Context: an optimization exercise on an open-source flow, tuned for small area, a short achievable clock period and few clock cycles. The choices shown serve that exercise and are no tape-out recipe. The RTL was checked by simulation tests, not by an equivalence proof against the original design.

$ cat design.v
module JAM (CLK, RST, W, J, Cost, MatchCount, MinCost, Valid);
input CLK;
input RST;
input [6:0] Cost;
output reg [2:0] W;
output reg [2:0] J;
output reg [3:0] MatchCount;
output reg [9:0] MinCost;
output reg Valid;
localparam S_WAIT = 4'd0, S_A = 4'd1, S_B = 4'd2, S_C = 4'd3, S_FIX = 4'd4, S_WALK = 4'd5,
           S_T0 = 4'd6, S_T = 4'd7, S_PEEL = 4'd8, S_DFS = 4'd9, S_DONE = 4'd10;
integer k;
genvar g, h;
reg ld_done;
always @(posedge CLK or posedge RST) begin
    if (RST) begin
        W <= 3'd0; J <= 3'd0; ld_done <= 1'b0;
    end else if (!ld_done) begin
        {W, J} <= {W, J} + 6'd1;
        if ({W, J} == 6'd63) ld_done <= 1'b1;
    end
end
reg [6:0] cst [0:63];
always @(posedge CLK) begin
    if (!ld_done) cst[{W, J}] <= Cost;
end
reg [3:0] st;
reg [2:0] ph;           
reg [2:0] i0;           
reg [6:0] u0;           
reg [6:0] D;            
reg [2:0] j0;           
reg       j0root;       
reg [7:0] used;         
reg [7:0] pv;           
reg [6:0] w  [0:7];
reg [6:0] uc [0:7];
reg [7:0] mv [0:7];
reg [2:0] wy [0:7];
reg [7:0] wyr;
reg [2:0] pr [0:7];
reg [7:0] Dn;
reg [2:0] j1;
reg [2:0] tc;
reg [7:0] tgt [0:7];
reg [7:0] alive;
reg [2:0] lvl;
reg [3:0] lb;
reg [2:0] stk [0:6];
reg [7:0] usedc;
wire [6:0] rowc [0:7];
wire [8:0] s    [0:7];
wire [7:0] sat  [0:7];
wire [7:0] upd;
wire [7:0] tb;
generate for (g = 0; g < 8; g = g + 1) begin : scan
    assign rowc[g] = cst[{i0, g[2:0]}];
    assign s[g]    = {2'b00, rowc[g]} + {2'b00, w[g]} + {2'b00, D} - {2'b00, u0};
    assign sat[g]  = (s[g][8:7] != 2'b00) ? 8'd128 : {1'b0, s[g][6:0]};
    assign upd[g]  = !used[g] && (sat[g] < mv[g]);
    assign tb[g]   = (s[g] == 9'd0);
end endgenerate
wire [7:0] mval [0:7];
generate for (g = 0; g < 8; g = g + 1) begin : mk
    assign mval[g] = used[g] ? 8'hFF : mv[g];
end endgenerate
wire       c01 = mval[1] < mval[0];
wire       c23 = mval[3] < mval[2];
wire       c45 = mval[5] < mval[4];
wire       c67 = mval[7] < mval[6];
wire [7:0] m01 = c01 ? mval[1] : mval[0];
wire [7:0] m23 = c23 ? mval[3] : mval[2];
wire [7:0] m45 = c45 ? mval[5] : mval[4];
wire [7:0] m67 = c67 ? mval[7] : mval[6];
wire [1:0] i01 = {1'b0, c01};
wire [1:0] i23 = {1'b1, c23};
wire [1:0] i45 = {1'b0, c45};
wire [1:0] i67 = {1'b1, c67};
wire       c03 = m23 < m01;
wire       c47 = m67 < m45;
wire [7:0] m03 = c03 ? m23 : m01;
wire [7:0] m47 = c47 ? m67 : m45;
wire [2:0] i03 = {1'b0, c03 ? i23 : i01};
wire [2:0] i47 = {1'b1, c47 ? i67 : i45};
wire       c07 = m47 < m03;
wire [7:0] m07 = c07 ? m47 : m03;
wire [2:0] i07 = c07 ? i47 : i03;
wire [7:0] out_ok, in_ok;
generate for (g = 0; g < 8; g = g + 1) begin : pl
    wire [7:0] colg;
    for (h = 0; h < 8; h = h + 1) begin : cb
        assign colg[h] = tgt[h][g];
    end
    assign out_ok[g] = |(tgt[g] & alive & ~(8'd1 << g));
    assign in_ok[g]  = |(colg   & alive & ~(8'd1 << g));
end endgenerate
wire [7:0] keep = alive & out_ok & in_ok;
wire [7:0] teff = alive[lvl] ? (tgt[lvl] & alive) : (8'd1 << lvl);
wire [7:0] lbm  = lb[3] ? 8'd0 : (8'hFF << lb[2:0]);
wire [7:0] cm   = teff & ~usedc & lbm;
reg  [2:0] cj;
always @(*) begin
    cj = 3'd0;
    for (k = 7; k >= 0; k = k - 1)
        if (cm[k]) cj = k[2:0];
end
wire [2:0] sback = stk[lvl - 3'd1];
wire row_ready = ld_done || (W > ph);
always @(posedge CLK) begin
    case (st)
    S_A: begin
        for (k = 0; k < 8; k = k + 1)
            if (upd[k]) begin
                wy[k] <= j0; wyr[k] <= j0root;
            end
    end
    S_FIX: begin
        for (k = 0; k < 8; k = k + 1)
            if (used[k]) uc[k] <= uc[k] + (D - mv[k][6:0]);
    end
    S_WALK: begin
        if (wyr[j0]) begin
            pr[j0] <= ph; uc[j0] <= D;
        end else begin
            pr[j0] <= pr[wy[j0]]; uc[j0] <= uc[wy[j0]];
        end
    end
    S_T: tgt[tc] <= tb;
    S_DFS: if (lvl != 3'd7 && cm != 8'd0) stk[lvl] <= cj;
    default: ;
    endcase
end
always @(posedge CLK or posedge RST) begin
    if (RST) begin
        st <= S_WAIT; ph <= 3'd0; i0 <= 3'd0; u0 <= 7'd0; D <= 7'd0; j0 <= 3'd0; j0root <= 1'b1;
        used <= 8'd0; pv <= 8'd0; MinCost <= 10'd0; MatchCount <= 4'd0; Valid <= 1'b0;
        Dn <= 8'd0; j1 <= 3'd0; tc <= 3'd0; alive <= 8'hFF; lvl <= 3'd0; lb <= 4'd0;
        usedc <= 8'd0;
        for (k = 0; k < 8; k = k + 1) begin
            w[k] <= 7'd0; mv[k] <= 8'd128;
        end
    end else begin
        case (st)
        S_WAIT: if (row_ready) st <= S_A;
        S_A: begin
            for (k = 0; k < 8; k = k + 1)
                if (upd[k]) begin
                    mv[k] <= sat[k];
                end
            st <= S_B;
        end
        S_B: begin
            Dn <= m07; j1 <= i07; st <= S_C;
        end
        S_C: begin
            used[j1] <= 1'b1;
            D <= Dn[6:0];
            j0 <= j1; j0root <= 1'b0;
            if (pv[j1]) begin
                i0 <= pr[j1]; u0 <= uc[j1]; st <= S_A;
            end else
                st <= S_FIX;
        end
        S_FIX: begin
            for (k = 0; k < 8; k = k + 1)
                if (used[k]) begin
                    w[k]  <= w[k]  + (D - mv[k][6:0]);
                end
            MinCost <= MinCost + {3'd0, D};
            st <= S_WALK;
        end
        S_WALK: begin
            pv[j0] <= 1'b1;
            if (wyr[j0]) begin
                ph <= ph + 3'd1; i0 <= ph + 3'd1; u0 <= 7'd0; D <= 7'd0; j0root <= 1'b1;
                used <= 8'd0;
                for (k = 0; k < 8; k = k + 1) mv[k] <= 8'd128;
                st <= (ph == 3'd7) ? S_T0 : S_WAIT;
            end else begin
                j0 <= wy[j0];
            end
        end
        S_T0: begin
            i0 <= pr[0]; u0 <= uc[0]; tc <= 3'd0; st <= S_T;
        end
        S_T: begin
            i0 <= pr[tc + 3'd1]; u0 <= uc[tc + 3'd1];
            tc <= tc + 3'd1;
            if (tc == 3'd7) st <= S_PEEL;
        end
        S_PEEL: begin
            alive <= keep;
            if (keep == 8'd0) begin
                MatchCount <= 4'd1; st <= S_DONE;
            end else if (keep == alive) begin
                lvl <= 3'd0; lb <= 4'd0; usedc <= 8'd0; MatchCount <= 4'd0; st <= S_DFS;
            end
        end
        S_DFS: begin
            if (lvl == 3'd7) begin
                if (cm != 8'd0) MatchCount <= MatchCount + 4'd1;
                lvl <= 3'd6; usedc[stk[6]] <= 1'b0; lb <= {1'b0, stk[6]} + 4'd1;
            end else if (cm != 8'd0) begin
                usedc[cj] <= 1'b1; lvl <= lvl + 3'd1; lb <= 4'd0;
            end else if (lvl == 3'd0) begin
                st <= S_DONE;
            end else begin
                lvl <= lvl - 3'd1; usedc[sback] <= 1'b0; lb <= {1'b0, sback} + 4'd1;
            end
        end
        S_DONE: Valid <= 1'b1;
        default: st <= S_WAIT;
        endcase
    end
end
endmodule
$ cat run.sh
#!/bin/bash
# synth_recipe.tcl (not shown) runs the flow's synth.tcl, then flattens the netlist and writes it again
# the make line also repeats each setting of config.mk as NAME=value (left out here)
make -C /OpenROAD-flow-scripts/flow DESIGN_CONFIG=/design/flow/config.mk WORK_HOME=/design/flow/orfs CLKGATE_MAP_FILE= SYNTH_SCRIPT=/design/flow/synth_recipe.tcl finish
$ cat config.mk
export PLATFORM = sky130hd
export DESIGN_NAME = JAM
export DESIGN_NICKNAME = JAM
export VERILOG_FILES = /design/flow/design.v
export SDC_FILE = /design/flow/constraint.sdc
export NUM_CORES = 4
export LEC_CHECK = 0
export CAP_MARGIN = 20
export CORE_MARGIN = 2
export CORE_UTILIZATION = 40
export SLEW_MARGIN = 20
$ cat constraint.sdc
create_clock -name core_clock -period 5.0 [get_ports {CLK}]
set_input_delay 1.0000 -clock core_clock [delete_from_list [all_inputs] [get_ports {CLK}]]
set_output_delay 1.0000 -clock core_clock [all_outputs]
set_load 0.01 [all_outputs]
==> results.txt <==
placed cells by master, fill, tap and decap left out, types with 19 or more instances in the layout:
master	n
a21oi_1	207
nand4_1	20
nor2_2	28
o21ai_0	98
xnor2_1	145
o21ai_2	36
ha_1	306
mux2_4	23
clkbuf_16	97
o21ai_1	37
nand3_1	73
xor2_1	48
buf_4	579
buf_6	51
nand2_1	239
o21bai_1	53
dfrtp_1	190
clkinv_1	19
ha_4	31
inv_1	400
inv_2	27
nor2b_1	49
fa_1	128
mux2_2	82
a211oi_1	24
edfxtp_1	645
a31oi_1	24
buf_12	20
a22oi_1	42
nor2_1	303
a21o_1	92
mux4_2	165
nand2b_1	26
a21oi_2	34
clkdlybuf4s50_1	22
mux2i_1	85
flip-flops by register name, summed over array words and instances, names as in the netlist, 10 cells and up:
signal	flops
w	56
wy	24
mv	64
pr	24
MinCost	10
stk	21
tgt	64
cst	448
uc	56
routing by layer:
| layer | vias to the layer above | share of wire (%) | GRT usage, % | routed length (microns) |
|---|---|---|---|---|
| li1 | 17200 | - | - | - |
| met1 | 18800 | 43 | 32.3 | 68100 |
| met2 | 1238 | 47 | 37.8 | 73200 |
| met3 | 330 | 5.9 | 3.51 | 9250 |
| met4 | 2 | 4.1 | 8.40 | 6370 |
| met5 | - | 0.0057 | 0 | 9 |
kinds of logic after synthesis:
kind of cell,Yosys count,share of synthesized area [%]
AO/OA/AOI/OAI,925,11.7
adder cells (fa/ha/maj),488,13.7
AND/OR/NAND/NOR,904,7.88
multiplexers,365,11.2
buffers and inverters,602,4.43
XOR/XNOR,195,3.27
flip-flops,867,47.8
final timing paths:
path	end	slack, ps	depth (start not counted)
min	cst[48][6]	460	1
max reg2reg	mv[1][1]	-1280	27
min reg2reg	pv[2]	460	1
max	mv[1][1]	-1280	27
max in group asynchronous	used[0]	3120	3
min in group asynchronous	mv[6][2]	730	2
through the flow:
stage | std cells | hold WS (ps) | utilization (%)
finish | 6786 | 460 | 50.3
global route | 6786 | 432 | 50.3
CTS | 6750 | 407 | 49.3
detailed placement | 6493 | 451 | 45.3
global placement | 6493 | 434 | 45.3
floorplan | 4346 | 423 | -
timing repair:
| action | in CTS | in global routing |
|---|---|---|
| gates cloned | 7 | 1 |
| pin swaps | 136 | 148 |
| setup buffers | 71 | 44 |
| resized for setup | 297 | 222 |
| endpoints found under the hold margin | 0 | 0 |
| endpoints found under the setup margin | 170 | 170 |
final cells by class:
class	instances	area [sq um]	share of cell area, %
clock buffers	118	2590	3.97
clock inverters	64	714	1.10
inverters	430	1620	2.49
multi-input cells	2880	27200	41.8
flip-flops and latches	867	25000	38.4
well taps	1742	2180	3.35
repair buffers	685	5770	8.87
==> results by group <==
Yosys
  • Distinct cells, synth: 93
  • Post-synth top flop: edfxtp_1
  • FF+latch count, synth: 867
  • Synth top area share: between 30% and 40%
  • Syn_nets: 4,839
  • Synth Instances: 4,346
  • Synthesized area per cell: about 12 sq um
  • Share of synthesized registers carrying an async set or reset: 25.6%
  • Commonest cells in the synthesized netlist: edfxtp_1, inv_1, ha_1
  • Ys Warns: 4
  • Area contributors post-synth: edfxtp_1, dfrtp_1, ha_1
  • Top cell type by total area after synthesis: edfxtp_1
  • Post-synth EDFFs: 645
  • Synth Cell Area: 52,200 sq um
  • Most frequent cell after synthesis: edfxtp_1
  • Sequential share of the synthesized area: 47.8%

CTS
  • Max clock buf depth: 3
  • CTS tree: built
  • Clock latency (worst-skew pair): about 750 ps
  • Worst-path clk slew: about 60 ps
  • Root Driver: clkbuf_16
  • Hold_buf cts: 0
  • H-tree Lvls: 3
  • Num Clock Sinks: 867
  • TritonCTS buffer count: 97

Detailed routing
  • Vias: 37,600
  • DRC Markers: 0
  • Final WL: 157,000 microns
  • Drt first pass iters: 9
  • Vias/cell: 5.53
  • Final ANT Viol Nets: 0
  • DRC marker count from the first detailed-route iteration: 3,421
  • DR WL/cell: 23.1 microns

Die
  • Die X: approximately 370 microns
  • I/O Pins: 30
  • # rows: around 130
  • Die H: ~370 microns
  • Core area: 129,000 sq um
  • Starting Density: 40.3%
  • Die area: 133,000 sq um

Final layout
  • Layout fillers: 11,300
  • Fraction of layout cells with a size suffix above 1: 29.9%
  • Nets: 5,454
  • Antenna cells: 0
  • Finished layout cell area: 65,100 sq um
  • Area grow syn2layout: 24.7%

Setup path
  • Worst path arrival time: 6900 ps
  • FF-to-FF Start: i0[0]
  • CP endpoint kind: flop
  • Top cell by count, worst path: buf_4
  • Buf+Inv Stages, Crit Path: 9
  • Setup crit start kind: flop
  • CP startpoint: i0[0]
  • Cell family with most CP delay: adder cells
  • Crit path kind: flop to flop
  • Crit-path max FO: 8
  • CP max-delay cell: dfrtp_4
  • CP Data Required Time: 5620 ps
  • Slowest stage delay, CP: 550 ps

STA
  • Fin crit share: 126%
  • Fmax achieved: about 160 MHz
  • Worst slew pin tran: 1270 ps
  • Clock Skews: 70.6 ps
  • Worst Slack Setup Final: -1280 ps
  • Setup Viol. Count Final: 127
  • Minimum clock period: roughly 6300 ps
  • Max Slew Vio Count: 0
  • Final TNS setup: -113,750 ps
  • Slew HR: 15.0%
  • RSZ-0062 raised after global routing: yes
  • Hold Fails Final Rpt: 0

Global routing
  • Pin count of the biggest net entering global routing: 106
  • Vias in the first global route: between 30,000 and 40,000
  • GR Overflow Total: 0
  • GRT Overall Usage: a little under a quarter
  • First-pass GRT wire length: 235,000 microns
  • Antenna violations before repair: 3

Job
  • Max Cap Viol: 0

Run status
  • Run status: complete, but fails checks
  • Fail Reasons: negative setup slack

Place
  • Dpl cell area: 58,600 sq um
  • Dpl hpwl: about 110,000 microns
  • PortBufs: 29
  • Worst slack at placement: -1720 ps
  • Final GP Congestion: 0.952

Min path
  • Hold Path Class: input pin to flop
  • Min-delay src: Cost[6]
Testbench counts, summed over its fixed seeds: cycles 2,718.

==> re-timing with driven ports <==
The results above use ideal ports. As a check the final layout listed here was re-extracted and re-timed, cells and wires unchanged. Step 1, drivers: a clkbuf_16 drives CLK and a buf_2 each remaining input, both assumed. Step 2 times the ports against the registers' clock, not the clock port: input delays grow and output delays shrink by t, the midpoint of the rising clock arrivals with the driver on. a / b / c = ideal ports / drivers / drivers and shift; a / b = the first two.
t, ns: 0.795
setup slack, ns: -1.275 / -1.275 / -1.275
worst data-port slew with drivers (ns): 0.06
For this run, drivers alone change the setup slack by 0.000 ns; drivers and shift together by 0.000 ns.
